Background: an optimization exercise with open tools, aiming at small area, a short achievable clock period and few clock cycles. Do not read the settings as production practice. Only the layout flow was run in this run; the RTL was not checked for function there. Power figures rest on the tool's default switching activity, not on a simulated workload.

==> flow/design.v <==
module HW3_FPMUL_SP(Clk, Rst, St, FPmplier, FPmcand, Done, Ovf, Unf, FPproduct);
  input Clk, Rst, St;
  input [31:0] FPmcand;
  input [31:0] FPmplier;
  output reg Done, Ovf, Unf;
  output reg [31:0] FPproduct;
  reg [22:0] M;             
  reg [23:0] Q;             
  reg [7:0] Ex, Ey;         
  reg [23:0] S, C;           
  reg [3:0] Ls, Lc;         
  reg cr;                   
  reg [2:0] cnt;
  wire [23:0] Mf = {1'b1, M};
  wire [23:0] pp0 = Mf & {24{Q[0]}};
  wire [23:0] pp1 = Mf & {24{Q[1]}};
  wire [23:0] pp2 = Mf & {24{Q[2]}};
  wire [23:0] pp3 = Mf & {24{Q[3]}};
  wire fs0 = S[0] ^ C[0] ^ pp0[0];
  wire fc0 = (S[0] & C[0]) | (S[0] & pp0[0]) | (C[0] & pp0[0]);
  wire fs1 = S[1] ^ C[1] ^ pp0[1];
  wire fc1 = (S[1] & C[1]) | (S[1] & pp0[1]) | (C[1] & pp0[1]);
  wire fs2 = pp1[0] ^ fc0 ^ fs1;
  wire fc2 = (pp1[0] & fc0) | (pp1[0] & fs1) | (fc0 & fs1);
  wire fs3 = S[2] ^ C[2] ^ pp0[2];
  wire fc3 = (S[2] & C[2]) | (S[2] & pp0[2]) | (C[2] & pp0[2]);
  wire fs4 = pp1[1] ^ pp2[0] ^ fc1;
  wire fc4 = (pp1[1] & pp2[0]) | (pp1[1] & fc1) | (pp2[0] & fc1);
  wire fs5 = fs3 ^ fc2 ^ fs4;
  wire fc5 = (fs3 & fc2) | (fs3 & fs4) | (fc2 & fs4);
  wire fs6 = S[3] ^ C[3] ^ pp0[3];
  wire fc6 = (S[3] & C[3]) | (S[3] & pp0[3]) | (C[3] & pp0[3]);
  wire fs7 = pp1[2] ^ pp2[1] ^ pp3[0];
  wire fc7 = (pp1[2] & pp2[1]) | (pp1[2] & pp3[0]) | (pp2[1] & pp3[0]);
  wire fs8 = fc3 ^ fs6 ^ fs7;
  wire fc8 = (fc3 & fs6) | (fc3 & fs7) | (fs6 & fs7);
  wire fs9 = fc4 ^ fs8 ^ fc5;
  wire fc9 = (fc4 & fs8) | (fc4 & fc5) | (fs8 & fc5);
  wire fs10 = S[4] ^ C[4] ^ pp0[4];
  wire fc10 = (S[4] & C[4]) | (S[4] & pp0[4]) | (C[4] & pp0[4]);
  wire fs11 = pp1[3] ^ pp2[2] ^ pp3[1];
  wire fc11 = (pp1[3] & pp2[2]) | (pp1[3] & pp3[1]) | (pp2[2] & pp3[1]);
  wire fs12 = fc6 ^ fc7 ^ fs10;
  wire fc12 = (fc6 & fc7) | (fc6 & fs10) | (fc7 & fs10);
  wire fs13 = fs11 ^ fc8 ^ fs12;
  wire fc13 = (fs11 & fc8) | (fs11 & fs12) | (fc8 & fs12);
  wire fs14 = S[5] ^ C[5] ^ pp0[5];
  wire fc14 = (S[5] & C[5]) | (S[5] & pp0[5]) | (C[5] & pp0[5]);
  wire fs15 = pp1[4] ^ pp2[3] ^ pp3[2];
  wire fc15 = (pp1[4] & pp2[3]) | (pp1[4] & pp3[2]) | (pp2[3] & pp3[2]);
  wire fs16 = fc10 ^ fc11 ^ fs14;
  wire fc16 = (fc10 & fc11) | (fc10 & fs14) | (fc11 & fs14);
  wire fs17 = fs15 ^ fc12 ^ fs16;
  wire fc17 = (fs15 & fc12) | (fs15 & fs16) | (fc12 & fs16);
  wire fs18 = S[6] ^ C[6] ^ pp0[6];
  wire fc18 = (S[6] & C[6]) | (S[6] & pp0[6]) | (C[6] & pp0[6]);
  wire fs19 = pp1[5] ^ pp2[4] ^ pp3[3];
  wire fc19 = (pp1[5] & pp2[4]) | (pp1[5] & pp3[3]) | (pp2[4] & pp3[3]);
  wire fs20 = fc14 ^ fc15 ^ fs18;
  wire fc20 = (fc14 & fc15) | (fc14 & fs18) | (fc15 & fs18);
  wire fs21 = fs19 ^ fc16 ^ fs20;
  wire fc21 = (fs19 & fc16) | (fs19 & fs20) | (fc16 & fs20);
  wire fs22 = S[7] ^ C[7] ^ pp0[7];
  wire fc22 = (S[7] & C[7]) | (S[7] & pp0[7]) | (C[7] & pp0[7]);
  wire fs23 = pp1[6] ^ pp2[5] ^ pp3[4];
  wire fc23 = (pp1[6] & pp2[5]) | (pp1[6] & pp3[4]) | (pp2[5] & pp3[4]);
  wire fs24 = fc18 ^ fc19 ^ fs22;
  wire fc24 = (fc18 & fc19) | (fc18 & fs22) | (fc19 & fs22);
  wire fs25 = fs23 ^ fc20 ^ fs24;
  wire fc25 = (fs23 & fc20) | (fs23 & fs24) | (fc20 & fs24);
  wire fs26 = S[8] ^ C[8] ^ pp0[8];
  wire fc26 = (S[8] & C[8]) | (S[8] & pp0[8]) | (C[8] & pp0[8]);
  wire fs27 = pp1[7] ^ pp2[6] ^ pp3[5];
  wire fc27 = (pp1[7] & pp2[6]) | (pp1[7] & pp3[5]) | (pp2[6] & pp3[5]);
  wire fs28 = fc22 ^ fc23 ^ fs26;
  wire fc28 = (fc22 & fc23) | (fc22 & fs26) | (fc23 & fs26);
  wire fs29 = fs27 ^ fc24 ^ fs28;
  wire fc29 = (fs27 & fc24) | (fs27 & fs28) | (fc24 & fs28);
  wire fs30 = S[9] ^ C[9] ^ pp0[9];
  wire fc30 = (S[9] & C[9]) | (S[9] & pp0[9]) | (C[9] & pp0[9]);
  wire fs31 = pp1[8] ^ pp2[7] ^ pp3[6];
  wire fc31 = (pp1[8] & pp2[7]) | (pp1[8] & pp3[6]) | (pp2[7] & pp3[6]);
  wire fs32 = fc26 ^ fc27 ^ fs30;
  wire fc32 = (fc26 & fc27) | (fc26 & fs30) | (fc27 & fs30);
  wire fs33 = fs31 ^ fc28 ^ fs32;
  wire fc33 = (fs31 & fc28) | (fs31 & fs32) | (fc28 & fs32);
  wire fs34 = S[10] ^ C[10] ^ pp0[10];
  wire fc34 = (S[10] & C[10]) | (S[10] & pp0[10]) | (C[10] & pp0[10]);
  wire fs35 = pp1[9] ^ pp2[8] ^ pp3[7];
  wire fc35 = (pp1[9] & pp2[8]) | (pp1[9] & pp3[7]) | (pp2[8] & pp3[7]);
  wire fs36 = fc30 ^ fc31 ^ fs34;
  wire fc36 = (fc30 & fc31) | (fc30 & fs34) | (fc31 & fs34);
  wire fs37 = fs35 ^ fc32 ^ fs36;
  wire fc37 = (fs35 & fc32) | (fs35 & fs36) | (fc32 & fs36);
  wire fs38 = S[11] ^ C[11] ^ pp0[11];
  wire fc38 = (S[11] & C[11]) | (S[11] & pp0[11]) | (C[11] & pp0[11]);
  wire fs39 = pp1[10] ^ pp2[9] ^ pp3[8];
  wire fc39 = (pp1[10] & pp2[9]) | (pp1[10] & pp3[8]) | (pp2[9] & pp3[8]);
  wire fs40 = fc34 ^ fc35 ^ fs38;
  wire fc40 = (fc34 & fc35) | (fc34 & fs38) | (fc35 & fs38);
  wire fs41 = fs39 ^ fc36 ^ fs40;
  wire fc41 = (fs39 & fc36) | (fs39 & fs40) | (fc36 & fs40);
  wire fs42 = S[12] ^ C[12] ^ pp0[12];
  wire fc42 = (S[12] & C[12]) | (S[12] & pp0[12]) | (C[12] & pp0[12]);
  wire fs43 = pp1[11] ^ pp2[10] ^ pp3[9];
  wire fc43 = (pp1[11] & pp2[10]) | (pp1[11] & pp3[9]) | (pp2[10] & pp3[9]);
  wire fs44 = fc38 ^ fc39 ^ fs42;
  wire fc44 = (fc38 & fc39) | (fc38 & fs42) | (fc39 & fs42);
  wire fs45 = fs43 ^ fc40 ^ fs44;
  wire fc45 = (fs43 & fc40) | (fs43 & fs44) | (fc40 & fs44);
  wire fs46 = S[13] ^ C[13] ^ pp0[13];
  wire fc46 = (S[13] & C[13]) | (S[13] & pp0[13]) | (C[13] & pp0[13]);
  wire fs47 = pp1[12] ^ pp2[11] ^ pp3[10];
  wire fc47 = (pp1[12] & pp2[11]) | (pp1[12] & pp3[10]) | (pp2[11] & pp3[10]);
  wire fs48 = fc42 ^ fc43 ^ fs46;
  wire fc48 = (fc42 & fc43) | (fc42 & fs46) | (fc43 & fs46);
  wire fs49 = fs47 ^ fc44 ^ fs48;
  wire fc49 = (fs47 & fc44) | (fs47 & fs48) | (fc44 & fs48);
  wire fs50 = S[14] ^ C[14] ^ pp0[14];
  wire fc50 = (S[14] & C[14]) | (S[14] & pp0[14]) | (C[14] & pp0[14]);
  wire fs51 = pp1[13] ^ pp2[12] ^ pp3[11];
  wire fc51 = (pp1[13] & pp2[12]) | (pp1[13] & pp3[11]) | (pp2[12] & pp3[11]);
  wire fs52 = fc46 ^ fc47 ^ fs50;
  wire fc52 = (fc46 & fc47) | (fc46 & fs50) | (fc47 & fs50);
  wire fs53 = fs51 ^ fc48 ^ fs52;
  wire fc53 = (fs51 & fc48) | (fs51 & fs52) | (fc48 & fs52);
  wire fs54 = S[15] ^ C[15] ^ pp0[15];
  wire fc54 = (S[15] & C[15]) | (S[15] & pp0[15]) | (C[15] & pp0[15]);
  wire fs55 = pp1[14] ^ pp2[13] ^ pp3[12];
  wire fc55 = (pp1[14] & pp2[13]) | (pp1[14] & pp3[12]) | (pp2[13] & pp3[12]);
  wire fs56 = fc50 ^ fc51 ^ fs54;
  wire fc56 = (fc50 & fc51) | (fc50 & fs54) | (fc51 & fs54);
  wire fs57 = fs55 ^ fc52 ^ fs56;
  wire fc57 = (fs55 & fc52) | (fs55 & fs56) | (fc52 & fs56);
  wire fs58 = S[16] ^ C[16] ^ pp0[16];
  wire fc58 = (S[16] & C[16]) | (S[16] & pp0[16]) | (C[16] & pp0[16]);
  wire fs59 = pp1[15] ^ pp2[14] ^ pp3[13];
  wire fc59 = (pp1[15] & pp2[14]) | (pp1[15] & pp3[13]) | (pp2[14] & pp3[13]);
  wire fs60 = fc54 ^ fc55 ^ fs58;
  wire fc60 = (fc54 & fc55) | (fc54 & fs58) | (fc55 & fs58);
  wire fs61 = fs59 ^ fc56 ^ fs60;
  wire fc61 = (fs59 & fc56) | (fs59 & fs60) | (fc56 & fs60);
  wire fs62 = S[17] ^ C[17] ^ pp0[17];
  wire fc62 = (S[17] & C[17]) | (S[17] & pp0[17]) | (C[17] & pp0[17]);
  wire fs63 = pp1[16] ^ pp2[15] ^ pp3[14];
  wire fc63 = (pp1[16] & pp2[15]) | (pp1[16] & pp3[14]) | (pp2[15] & pp3[14]);
  wire fs64 = fc58 ^ fc59 ^ fs62;
  wire fc64 = (fc58 & fc59) | (fc58 & fs62) | (fc59 & fs62);
  wire fs65 = fs63 ^ fc60 ^ fs64;
  wire fc65 = (fs63 & fc60) | (fs63 & fs64) | (fc60 & fs64);
  wire fs66 = S[18] ^ C[18] ^ pp0[18];
  wire fc66 = (S[18] & C[18]) | (S[18] & pp0[18]) | (C[18] & pp0[18]);
  wire fs67 = pp1[17] ^ pp2[16] ^ pp3[15];
  wire fc67 = (pp1[17] & pp2[16]) | (pp1[17] & pp3[15]) | (pp2[16] & pp3[15]);
  wire fs68 = fc62 ^ fc63 ^ fs66;
  wire fc68 = (fc62 & fc63) | (fc62 & fs66) | (fc63 & fs66);
  wire fs69 = fs67 ^ fc64 ^ fs68;
  wire fc69 = (fs67 & fc64) | (fs67 & fs68) | (fc64 & fs68);
  wire fs70 = S[19] ^ C[19] ^ pp0[19];
  wire fc70 = (S[19] & C[19]) | (S[19] & pp0[19]) | (C[19] & pp0[19]);
  wire fs71 = pp1[18] ^ pp2[17] ^ pp3[16];
  wire fc71 = (pp1[18] & pp2[17]) | (pp1[18] & pp3[16]) | (pp2[17] & pp3[16]);
  wire fs72 = fc66 ^ fc67 ^ fs70;
  wire fc72 = (fc66 & fc67) | (fc66 & fs70) | (fc67 & fs70);
  wire fs73 = fs71 ^ fc68 ^ fs72;
  wire fc73 = (fs71 & fc68) | (fs71 & fs72) | (fc68 & fs72);
  wire fs74 = S[20] ^ C[20] ^ pp0[20];
  wire fc74 = (S[20] & C[20]) | (S[20] & pp0[20]) | (C[20] & pp0[20]);
  wire fs75 = pp1[19] ^ pp2[18] ^ pp3[17];
  wire fc75 = (pp1[19] & pp2[18]) | (pp1[19] & pp3[17]) | (pp2[18] & pp3[17]);
  wire fs76 = fc70 ^ fc71 ^ fs74;
  wire fc76 = (fc70 & fc71) | (fc70 & fs74) | (fc71 & fs74);
  wire fs77 = fs75 ^ fc72 ^ fs76;
  wire fc77 = (fs75 & fc72) | (fs75 & fs76) | (fc72 & fs76);
  wire fs78 = S[21] ^ C[21] ^ pp0[21];
  wire fc78 = (S[21] & C[21]) | (S[21] & pp0[21]) | (C[21] & pp0[21]);
  wire fs79 = pp1[20] ^ pp2[19] ^ pp3[18];
  wire fc79 = (pp1[20] & pp2[19]) | (pp1[20] & pp3[18]) | (pp2[19] & pp3[18]);
  wire fs80 = fc74 ^ fc75 ^ fs78;
  wire fc80 = (fc74 & fc75) | (fc74 & fs78) | (fc75 & fs78);
  wire fs81 = fs79 ^ fc76 ^ fs80;
  wire fc81 = (fs79 & fc76) | (fs79 & fs80) | (fc76 & fs80);
  wire fs82 = S[22] ^ C[22] ^ pp0[22];
  wire fc82 = (S[22] & C[22]) | (S[22] & pp0[22]) | (C[22] & pp0[22]);
  wire fs83 = pp1[21] ^ pp2[20] ^ pp3[19];
  wire fc83 = (pp1[21] & pp2[20]) | (pp1[21] & pp3[19]) | (pp2[20] & pp3[19]);
  wire fs84 = fc78 ^ fc79 ^ fs82;
  wire fc84 = (fc78 & fc79) | (fc78 & fs82) | (fc79 & fs82);
  wire fs85 = fs83 ^ fc80 ^ fs84;
  wire fc85 = (fs83 & fc80) | (fs83 & fs84) | (fc80 & fs84);
  wire fs86 = S[23] ^ C[23] ^ pp0[23];
  wire fc86 = (S[23] & C[23]) | (S[23] & pp0[23]) | (C[23] & pp0[23]);
  wire fs87 = pp1[22] ^ pp2[21] ^ pp3[20];
  wire fc87 = (pp1[22] & pp2[21]) | (pp1[22] & pp3[20]) | (pp2[21] & pp3[20]);
  wire fs88 = fc82 ^ fc83 ^ fs86;
  wire fc88 = (fc82 & fc83) | (fc82 & fs86) | (fc83 & fs86);
  wire fs89 = fs87 ^ fc84 ^ fs88;
  wire fc89 = (fs87 & fc84) | (fs87 & fs88) | (fc84 & fs88);
  wire fs90 = pp1[23] ^ pp2[22] ^ pp3[21];
  wire fc90 = (pp1[23] & pp2[22]) | (pp1[23] & pp3[21]) | (pp2[22] & pp3[21]);
  wire fs91 = fc86 ^ fc87 ^ fs90;
  wire fc91 = (fc86 & fc87) | (fc86 & fs90) | (fc87 & fs90);
  wire fs92 = fc88 ^ fs91 ^ fc89;
  wire fc92 = (fc88 & fs91) | (fc88 & fc89) | (fs91 & fc89);
  wire fs93 = pp2[23] ^ pp3[22] ^ fc90;
  wire fc93 = (pp2[23] & pp3[22]) | (pp2[23] & fc90) | (pp3[22] & fc90);
  wire fs94 = fc91 ^ fs93 ^ fc92;
  wire fc94 = (fc91 & fs93) | (fc91 & fc92) | (fs93 & fc92);
  wire fs95 = pp3[23] ^ fc93 ^ fc94;
  wire fc95 = (pp3[23] & fc93) | (pp3[23] & fc94) | (fc93 & fc94);
  wire [27:0] TS = {fc95, fs95, fs94, fs92, fc85, fc81, fc77, fc73, fc69, fc65, fc61, fc57, fc53, fc49, fc45, fc41, fc37, fc33, fc29, fc25, fc21, fc17, fc13, fc9, fs9, fs5, fs2, fs0};
  wire [27:0] TC = {1'b0, 1'b0, 1'b0, 1'b0, fs89, fs85, fs81, fs77, fs73, fs69, fs65, fs61, fs57, fs53, fs49, fs45, fs41, fs37, fs33, fs29, fs25, fs21, fs17, fs13, 1'b0, 1'b0, 1'b0, 1'b0};
  wire [4:0] lo = Ls + Lc + cr;
  wire [27:0] P = {S, Ls} + {C, Lc} + cr;    
  wire p47 = P[27];
  wire [22:0] F = p47 ? P[26:4] : P[25:3];
  wire [8:0] ES = Ex + Ey;
  wire [7:0] E0 = ES[7:0] + 8'd129;
  wire [7:0] E1 = ES[7:0] + 8'd130;
  wire ovf0 = ES >= 9'd382, ovf1 = ES >= 9'd381;
  wire unf0 = ES <= 9'd127, unf1 = ES <= 9'd126;
  wire last = (cnt == 3'd6);
  always @(posedge Clk) begin
    if (Rst) begin
      Done <= 1'b1;
    end else if (Done) begin
      if (St) Done <= 1'b0;
    end else if (last) begin
      Done <= 1'b1;
    end
    if (Done) begin
      M <= FPmcand[22:0];
      Q <= {1'b1, FPmplier[22:0]};
      Ex <= FPmcand[30:23];
      Ey <= FPmplier[30:23];
      S <= 0; C <= 0; Ls <= 0; Lc <= 0; cr <= 1'b0;
      cnt <= 0;
      if (St) FPproduct[31] <= FPmcand[31] ^ FPmplier[31];
    end else begin
      Q <= Q >> 4;
      S <= TS[27:4];
      C <= TC[27:4];
      Ls <= TS[3:0];
      Lc <= TC[3:0];
      cr <= lo[4];
      cnt <= cnt + 1'b1;
      if (last) begin
        FPproduct[30:23] <= p47 ? E1 : E0;
        FPproduct[22:0] <= F;
        Ovf <= p47 ? ovf1 : ovf0;
        Unf <= p47 ? unf1 : unf0;
      end
    end
  end
endmodule
==> flow/run.sh <==
#!/bin/bash
# synth_recipe.tcl (not shown) runs the flow's synth.tcl, then flattens the netlist and writes it again
# the make line also repeats each setting of config.mk as NAME=value (left out here)
make -C /OpenROAD-flow-scripts/flow DESIGN_CONFIG=/design/flow/config.mk WORK_HOME=/design/flow/orfs CLKGATE_MAP_FILE= SYNTH_SCRIPT=/design/flow/synth_recipe.tcl finish
==> flow/config.mk <==
export PLATFORM = sky130hd
export DESIGN_NAME = HW3_FPMUL_SP
export DESIGN_NICKNAME = HW3_FPMUL_SP
export VERILOG_FILES = /design/flow/design.v
export SDC_FILE = /design/flow/constraint.sdc
export NUM_CORES = 4
export LEC_CHECK = 0
export ABC_CLOCK_PERIOD_IN_PS = 2000
export CAP_MARGIN = 20
export CORE_MARGIN = 2
export CORE_UTILIZATION = 40
export SETUP_SLACK_MARGIN = 5
export SLEW_MARGIN = 20
==> flow/constraint.sdc <==
create_clock -name core_clock -period 9.0 [get_ports {Clk}]
set_input_delay 1.8000 -clock core_clock [delete_from_list [all_inputs] [get_ports {Clk}]]
set_output_delay 1.8000 -clock core_clock [all_outputs]
set_load 0.01 [all_outputs]
==> metrics.yaml <==
finish:
  n_fill_cell: 2166
  syn_to_final_growth_pct: 19.8
  n_antenna_cell: 0
  nNetsFinal: 1149
  layout-drive-gt1-share_pct: 9.14
global_routing:
  grt_pass1_wl_um: 31300
  grt_max_degree: 71
  track_usage_pct: 16.1
  antenna_found_initial: 0
  grt-ovfl-total: 0
  grt_pass1_vias: 6225
floorplanning:
  fp.dieArea_sq_um: 24900
  core_area_sq_um: 23300
  die_x_um: 158
  die_h_um: 158
  rows: 56
  io_pins: 102
  initial_utilization_pct: 40.6
timing:
  setup_viol: 0
  finalCritPeriodShare_pct: 43.0
  whs_ps: 442
  rsz0062_at_grt: "no"
  slew_viol_final: 0
  fin_tns_setup_ps: 0
  clock.fmax_ghz: 0.259
  hold_viol: 0
  fin_crit_ps: 3870
  worst_pin_slew_ps: 868
  slew_headroom_pct: 42.1
  fin_skew_ps: 13.7
clocking:
  numCtsBuffers: 17
  post-cts-setup-buffers: 0
  cts_tree: "done"
  clkTransAtPathRegs_ps: 70
  cts.htree.levels: 4
  insertion_delay_ps: 440
  cts_buffer_depth: 2
  clock_sinks: 150
  post_cts_resized: 0
  cts_hold_buf: 0
  ctsRootBufferMaster: "clkbuf_16"
worst_hold_path:
  worstHoldPathType: "reg -> reg"
synth:
  synth_top_cell_by_area: "edfxtp_1"
  ys_seq_area_share_pct: 39.4
  yosysUniqueCellTypes: 76
  netlist_area_sq_um: 9470
  synth_most_common_cell: "inv_1"
  synthFlopType: "dfxtp_1"
  synth_common_cells: "inv_1, fa_1, nand2_1"
  avgSynthCellArea_sq_um: 11.1
  synth_area_leaders: "edfxtp_1, fa_1, dfxtp_1, ha_1, inv_1"
  synth_seq_cells: 150
  synthArstFlopShare_pct: 0
  netlist_instances: 854
  ys.warnings.count: 1
  synth-edff-count: 73
  synth_top_area_share_pct: 23.2
  syn_nets: 1053
critical_path:
  path_cells: "clkdlybuf4s50_1"
  worst-path-max-fanout: 70
  cp.required_ps: 7200
  criticalPathCategory: "reg -> out"
  cp.arrival_ps: 2070
  crit_buf_inv: 1
  start_kind: "flip-flop"
  end_kind: "primary output"
  cp_top_family: "flip-flops"
  slowest_delay_ps: 900
  slowest_stage: "dfxtp_4"
routing:
  post-route-drc-count: 0
  wl_per_cell_um: 14.6
  vias: 6058
  via_per_inst: 4.73
  drtIter0Drc: 300
  first_pass_iters: 7
  wl_um: 18700
  final_antenna_net_count: 0
pwr:
  vdd_drop_max_mv: 0.114
  power.density_nw_per_um2: 236
  p_leak_nw: 4.79
placement:
  place_hpwl_um: 14400
  io_buffers: 101
  gp_congestion: 0.821
job:
  cap_violations: 0
outcome:
  outcome: "finished clean"
==> state kept, by name (all words and copies together) (netlist names), 3 cells and up <==
| name | flops |
|---|---|
| C | 20 |
| Ex | 8 |
| Ey | 8 |
| FPproduct | 32 |
| Ls | 4 |
| M | 23 |
| Q | 24 |
| S | 24 |
| cnt | 3 |
==> power by group <==
group | leakage [nW] | switching, mW | internal (mW) | total (mW)
clock | 0.296 | 0.344 | 0.377 | 0.721
combinational | 3.16 | 0.551 | 0.478 | 1.03
sequential | 1.34 | 0.0877 | 0.840 | 0.928
==> layout by cell type (no fill, tap or decap), types with 30 or more instances in the layout <==
| cell | instances |
|---|---|
| inv_1 | 120 |
| clkdlybuf4s50_1 | 101 |
| fa_1 | 93 |
| nand2_1 | 85 |
| dfxtp_1 | 76 |
| edfxtp_1 | 73 |
| nor2b_1 | 47 |
| and2_1 | 42 |
| ha_1 | 39 |
| nor2_1 | 30 |
==> path summary, 6_finish.rpt <==
kind / from / end / slack (ps) / cells past startpoint
setup / recovery: Done / Done / 5130 / 1
hold / removal: cnt[0] / cnt[0] / 440 / 1
setup reg to reg: Q[0] / S[22] / 5470 / 12
hold reg to reg: cnt[0] / cnt[0] / 440 / 1
==> logic make-up (layout without fill, tap and decap cells) <==
family                     Yosys count  in the layout  synth area share [%]
AOI/OAI and AO/OA                  108            108                  8.91
xor gates and xnor gates            29             29                  2.68
adders and majority gates          132            132                  24.8
buffers and inverters              149            258                  6.62
DFF                                150            150                  39.4
muxes                               33             33                  3.83
and+or+nand+nor                    253            253                  13.7
==> metal layers <==
layer  share of wire (%)  GRT usage (%)
met1                  50           23.0
met2                  44           24.5
met3                 5.0           3.75
met4                 1.4           4.55
met5                   0              0
==> final cells by class <==
type / count / area, sq um / share of cell area [%]
Multi-Input combinational cell: 555 / 5110 / 45.0
Sequential cell: 150 / 3740 / 33.0
Timing Repair Buffer: 106 / 1050 / 9.25
Inverter: 120 / 450 / 3.97
Clock buffer: 17 / 425 / 3.75
Tap cell: 319 / 399 / 3.52
Clock inverter: 15 / 171 / 1.51
==> per-stage QoR <==
step	instance area, sq um	utilization, %	instances	total power, mW	setup slack (ps)
floorplan	9470	-	854	1.72	5600
global placement	10700	46.0	1250	1.97	5570
detailed placement	10700	46.0	1250	1.98	5480
CTS	11300	48.6	1282	2.71	5100
global route	11300	48.6	1282	2.91	5010
finish	11300	48.6	1282	2.68	5130

## re-timing with driven ports
No port has a modelled driver above. Below, the same layout with a new extraction and two added sets of constraints.
Step 1 (the two cells are an assumption about what drives the block):
set clk [get_ports {Clk}]
set_driving_cell -lib_cell sky130_fd_sc_hd__clkbuf_16 $clk
set_driving_cell -lib_cell sky130_fd_sc_hd__buf_2 [delete_from_list [all_inputs] $clk]
Step 2 adds t to the input delays and takes it off the output delays; t is the mean of the earliest and latest rising clock arrival at the registers after step 1. Input paths then give back, and output paths get back, about the clock's delay inside the block.
a / b / c = ideal ports / drivers / drivers and shift; a / b = the first two.
shift t [ns]: 0.476
slack for setup (ns): 5.132 / 5.087 / 5.474
worst setup path at the end: register to register
After both steps setup and hold are still met in this run. For this run, drivers alone change the setup slack by -0.045 ns; drivers and shift together by +0.342 ns.
